Context: an optimization exercise on an open-source flow, tuned for small area. The choices shown serve that exercise and are no tape-out recipe.
At most, simulation tests tie the RTL to the original design; equivalence was not proved.
The clock port is modelled as an ideal driver, which makes a skipped or thinned clock tree look cheaper than it is; a real chip needs a root buffer or a tree.

== the baseline ==
==> flow/design.v <==
module ALD_miami(
    SW,
    RST_N,
    CLOCK_50,
    LEDR
);
input [7:1]SW;
input RST_N;
input CLOCK_50;
output [6:0]LEDR;
wire clk = CLOCK_50;
wire rst = RST_N;
reg [5:0] rung;
wire r0  = (rung == 6'd0);
wire r1  = (rung == 6'd1);
wire r2  = (rung == 6'd2);
wire r6  = (rung == 6'd6);
wire r7  = (rung == 6'd7);
wire r38 = (rung == 6'd38);
reg started;                 
reg mstart, mfc, tok;
reg ps0, ps1, ps2;           
reg tonp1_in, trig11, trig21, trig71, trig81;
reg [3:0] cyc_acc;           
reg cyc_ep;                  
reg SV1, SV4, VV1, VV2, heaterson, reactorheater, mfcwater;
assign LEDR = {mfcwater, reactorheater, heaterson, VV2, VV1, SV4, SV1};
reg [38:0] ring1;
reg [12:0] ring2;
reg [12:0] ring3;
reg cy1, cy2, cy3;
wire seg_tonp1  = (rung <= 6'd10);
wire seg_tvac1  = (rung >= 6'd11) & (rung <= 6'd22);
wire seg_twater = (rung >= 6'd23) & (rung <= 6'd33);
wire seg_tpvac  = (rung >= 6'd34) & (rung <= 6'd37);
wire first1     = r0 | (rung == 6'd11) | (rung == 6'd23) | (rung == 6'd34);
wire act1       = ~r38;
wire en1  = (seg_tonp1 & tonp1_in) | (seg_tvac1 & trig11) | (seg_twater & trig21) | (seg_tpvac & mstart);
wire sat1 = seg_tvac1 ? (ring1[11] & ring1[2] & ring1[1]) :
            seg_tpvac ? (ring1[3] & ring1[2]) :
                        (ring1[10] & ring1[1] & ring1[0]);
wire old1 = ring1[0] & started;
wire cin1 = first1 ? ~(sat1 & started) : cy1;
wire nb1  = act1 ? (en1 & (old1 ^ cin1)) : svac1_n;
wire first2 = (rung == 6'd13);
wire sat2   = ring2[12] & ring2[3] & ring2[0];
wire cin2   = first2 ? ~sat2 : cy2;
wire nb2    = trig71 & (ring2[0] ^ cin2);
wire act3   = (rung >= 6'd15) & (rung <= 6'd24);
wire first3 = (rung == 6'd15);
wire sat3   = ring3[9] & ring3[1];
wire old3   = ring3[0] & started;
wire cin3   = first3 ? ~(sat3 & started) : cy3;
wire nb3    = act3 ? (tok & (old3 ^ cin3)) :
              r0   ? (SW[2] | cyc_dn) :
              r1   ? ~SW[7] :
              r38  ? svac2_n : ring3[0];
always @(posedge clk) begin
    ring1 <= {nb1, ring1[38:1]};
    ring2 <= {nb2, ring2[12:1]};
    ring3 <= {nb3, ring3[12:1]};
    cy1 <= old1 & cin1;
    cy2 <= ring2[0] & cin2;
    cy3 <= old3 & cin3;
end
wire tonp1_ge   = ring1[11] & ring1[2];      
wire tonp1_b0   = ring1[1];
wire tvac1_ge   = ring1[23] & ring1[14];     
wire tvac1_b0   = ring1[12];
wire twater_ge  = ring1[34] & ring1[25];     
wire twater_b0  = ring1[24];
wire tvacw_ge   = ring2[0] & ring2[4];       
wire tvacw_b0   = ring2[1];
wire tvacw_ge3  = ring2[0] & (ring2[4] | (ring2[3] & ring2[2] & ring2[1]));  
wire pulse_sat  = ring3[4] & ring3[9];
wire tpvac_sat  = ring1[38] & ring1[37];     
wire pulse_b9   = ring3[12];
wire vacpumps   = mstart & (~tpvac_sat | ~(ps0 | pulse_b9));
wire svac1      = ring1[0];
wire mstop_r2   = ring3[11];
wire mstop      = ring3[1];
wire heat       = ring3[2];
wire svac2      = ring3[0];
wire svac1_n    = trig11 & ~tvac1_ge;
wire svac2_n    = trig71 & ~tvacw_ge3;
wire startpos  = ps1 & ~ps2;
wire sv11      = tonp1_in & ~tonp1_ge;
wire sv1_start = tonp1_ge & ~tonp1_b0;
wire tonp1_n   = (trig81 & ~cyc_ep) | ps1 | sv11;
wire trig11_n  = sv1_start | (trig11 & ~startpos & ~trig81);
wire trig21_n  = (tvac1_ge & tvac1_b0) | (trig21 & ~startpos & ~trig81);
wire sw_tt     = trig21 & ~twater_ge;
wire trig71_n  = (trig21_n & twater_ge & ~twater_b0) | (trig71 & ~startpos & ~trig81);
wire trig81_n  = tvacw_ge & ~tvacw_b0;
wire cyc_res   = cyc_acc[3] & cyc_acc[1] & cyc_acc[0];
wire cyc_full  = cyc_acc[3] & cyc_acc[1] & ~cyc_acc[0];
wire cyc_dn    = cyc_ep & ~cyc_res;
wire cyc_inc   = trig81 & ~cyc_full;
wire [3:0] cyc_acc31 = cyc_res ? 4'd0 : cyc_acc + {3'd0, cyc_inc};
wire cyc_full31 = cyc_acc31[3] & cyc_acc31[1];
always @(posedge clk) begin
    if (r7) begin
        ps0 <= tok & ~pulse_sat;
    end
end
always @(posedge clk or negedge rst) begin
    if (rst == 1'b0) begin
        rung <= 6'd0;
        started <= 1'b0;
        mstart <= 1'b0;
        mfc <= 1'b0; tok <= 1'b0;
        ps1 <= 1'b0; ps2 <= 1'b0;
        tonp1_in <= 1'b0; trig11 <= 1'b0; trig21 <= 1'b0; trig71 <= 1'b0; trig81 <= 1'b0;
        cyc_acc <= 4'd0; cyc_ep <= 1'b0;
        SV1 <= 1'b0; SV4 <= 1'b0; VV1 <= 1'b0; VV2 <= 1'b0;
        heaterson <= 1'b0; reactorheater <= 1'b0; mfcwater <= 1'b0;
    end
    else begin
        rung <= r38 ? 6'd0 : rung + 6'd1;
        if (r2) mstart <= (~SW[1] & ~SW[3]) | (mstart & ~SW[2] & ~mstop_r2);
        if (r6) mfc <= mstart & (~SW[5] | (SW[6] & mfc));
        if (r7) begin
            tok <= mstart & (~SW[4] | tok);
        end
        if (r38) begin
            started <= 1'b1;
            ps1 <= ps0; ps2 <= ps1;
            tonp1_in <= tonp1_n;
            trig11 <= trig11_n;
            trig21 <= trig21_n;
            trig71 <= trig71_n;
            trig81 <= trig81_n;
            cyc_acc <= startpos ? 4'd11 : cyc_acc31;
            cyc_ep <= trig81 ? cyc_full31 : cyc_dn;
            SV1 <= mstart & sv11;
            SV4 <= mstart & sw_tt;
            VV1 <= mstart & (vacpumps | svac1);
            VV2 <= mstart & (vacpumps | svac2);
            heaterson <= heat;
            reactorheater <= (mstart | reactorheater) & ~mstop;
            mfcwater <= mfc;
        end
    end
end
endmodule
Settings: LEC_CHECK=0, CAP_MARGIN=20, CORE_MARGIN=2, CORE_UTILIZATION=40, SLEW_MARGIN=20; clock period 50.0 ns.
standard.sh (not shown) runs the stock make flow with config.mk's settings and CLKGATE_MAP_FILE= SYNTH_SCRIPT=/design/flow/synth_recipe.tcl, a recipe that flattens the netlist after the stock synthesis.
==> flow/flow/run.sh <==
#!/bin/bash
# The standard layout, except:
#  - the port buffers are the smallest buffer (buf_1) rather than the default
#  - the clock tree is built by flow/mycts.tcl: the clock port drives four
#    buf_12, each driving a quarter of the flip-flops, split by position
set -euo pipefail
P="BUFFER_PORTS_ARGS=-buffer_cell sky130_fd_sc_hd__buf_1"
bash standard.sh "$P" place > standard_place.log 2>&1
bash standard.sh "$P" run RUN_SCRIPT=$PWD/flow/mycts.tcl RUN_LOG_NAME_STEM=4_1_cts \
  MYCTS_NBUF=4 MYCTS_BUF=sky130_fd_sc_hd__buf_12 MYCTS_CLKNET=CLOCK_50 > mycts.log 2>&1
bash standard.sh "$P" finish > standard_finish.log 2>&1
Other scripts of this flow, unchanged in this note and not shown: flow/flow/mycts.tcl
The baseline: flow completed, timing, DRC and antenna clean
Inputs modified between the baseline and the candidate:
diff --git a/flow/design.v b/flow/design.v
--- a/flow/design.v
+++ b/flow/design.v
@@ -30,9 +30,9 @@
 reg [12:0] ring3;
 reg cy1, cy2, cy3;
-wire seg_tonp1  = (rung <= 6'd10);
-wire seg_tvac1  = (rung >= 6'd11) & (rung <= 6'd22);
-wire seg_twater = (rung >= 6'd23) & (rung <= 6'd33);
-wire seg_tpvac  = (rung >= 6'd34) & (rung <= 6'd37);
-wire first1     = r0 | (rung == 6'd11) | (rung == 6'd23) | (rung == 6'd34);
+wire seg_tvac1  = (rung <= 6'd11);
+wire seg_tpvac  = (rung >= 6'd12) & (rung <= 6'd15);
+wire seg_tonp1  = (rung >= 6'd16) & (rung <= 6'd26);
+wire seg_twater = (rung >= 6'd27);
+wire first1     = r0 | (rung == 6'd12) | (rung == 6'd16) | (rung == 6'd27);
 wire act1       = ~r38;
 wire en1  = (seg_tonp1 & tonp1_in) | (seg_tvac1 & trig11) | (seg_twater & trig21) | (seg_tpvac & mstart);
@@ -43,10 +43,10 @@
 wire cin1 = first1 ? ~(sat1 & started) : cy1;
 wire nb1  = act1 ? (en1 & (old1 ^ cin1)) : svac1_n;
-wire first2 = (rung == 6'd13);
+wire first2 = r0;
 wire sat2   = ring2[12] & ring2[3] & ring2[0];
 wire cin2   = first2 ? ~sat2 : cy2;
 wire nb2    = trig71 & (ring2[0] ^ cin2);
-wire act3   = (rung >= 6'd15) & (rung <= 6'd24);
-wire first3 = (rung == 6'd15);
+wire act3   = (rung >= 6'd28) & (rung <= 6'd37);
+wire first3 = (rung == 6'd28);
 wire sat3   = ring3[9] & ring3[1];
 wire old3   = ring3[0] & started;
@@ -64,15 +64,15 @@
     cy3 <= old3 & cin3;
 end
-wire tonp1_ge   = ring1[11] & ring1[2];      
-wire tonp1_b0   = ring1[1];
-wire tvac1_ge   = ring1[23] & ring1[14];     
-wire tvac1_b0   = ring1[12];
-wire twater_ge  = ring1[34] & ring1[25];     
-wire twater_b0  = ring1[24];
+wire tvac1_ge   = ring1[12] & ring1[3];      
+wire tvac1_b0   = ring1[1];
+wire tonp1_ge   = ring1[27] & ring1[18];     
+wire tonp1_b0   = ring1[17];
+wire twater_ge  = ring1[38] & ring1[29];     
+wire twater_b0  = ring1[28];
 wire tvacw_ge   = ring2[0] & ring2[4];       
 wire tvacw_b0   = ring2[1];
 wire tvacw_ge3  = ring2[0] & (ring2[4] | (ring2[3] & ring2[2] & ring2[1]));  
 wire pulse_sat  = ring3[4] & ring3[9];
-wire tpvac_sat  = ring1[38] & ring1[37];     
+wire tpvac_sat  = ring1[16] & ring1[15];     
 wire pulse_b9   = ring3[12];
 wire vacpumps   = mstart & (~tpvac_sat | ~(ps0 | pulse_b9));
Results
Changes observed in the candidate relative to the baseline: share of the clock period used by the worst path essentially unchanged, non-clock inverter total of the final layout increased 1, delay contributed by the slowest stage of the critical path essentially unchanged, initial cell density of the core increased 0.42 points. Looking at area of the die, the candidate sits below the baseline. The candidate packs its core more tightly than the baseline. The multi-input logic portion of the cell area reported for the candidate is smaller than that of the baseline by 2.0 points. The candidate: worst reg2reg path depth 4 below the baseline.
The RTL of the candidate was laid out without a check of its function. No run of this note takes its clock network from TritonCTS; it comes from the design's own scripts or RTL.

afterwards: timing with drivers on the ports:
No port has a modelled driver above. Below, the same layouts with a new extraction and two added sets of constraints.
Step 1 (the two cells are an assumption about what drives the block):
set clk [get_ports {CLOCK_50}]
set_driving_cell -lib_cell sky130_fd_sc_hd__clkbuf_16 $clk
set_driving_cell -lib_cell sky130_fd_sc_hd__buf_2 [delete_from_list [all_inputs] $clk]
Step 2 times the ports against the registers' clock, not the clock port: input delays grow and output delays shrink by t, the midpoint of the rising clock arrivals with the driver on.
a / b / c = no drivers / after step 1 / after step 2; a / b = the first two.
| run | t, ns | slack for setup (ns) | hold slack, ns | latest minus earliest clock arrival (ns) |
|---|---|---|---|---|
| the baseline | 0.208 | 39.344 / 39.264 / 39.368 | 0.316 / 0.316 / 0.316 | 0.017 / 0.017 |
| the candidate | 0.209 | 39.343 / 39.263 / 39.375 | 0.333 / 0.333 / 0.333 | 0.011 / 0.011 |
After both steps setup and hold are still met in every run listed.
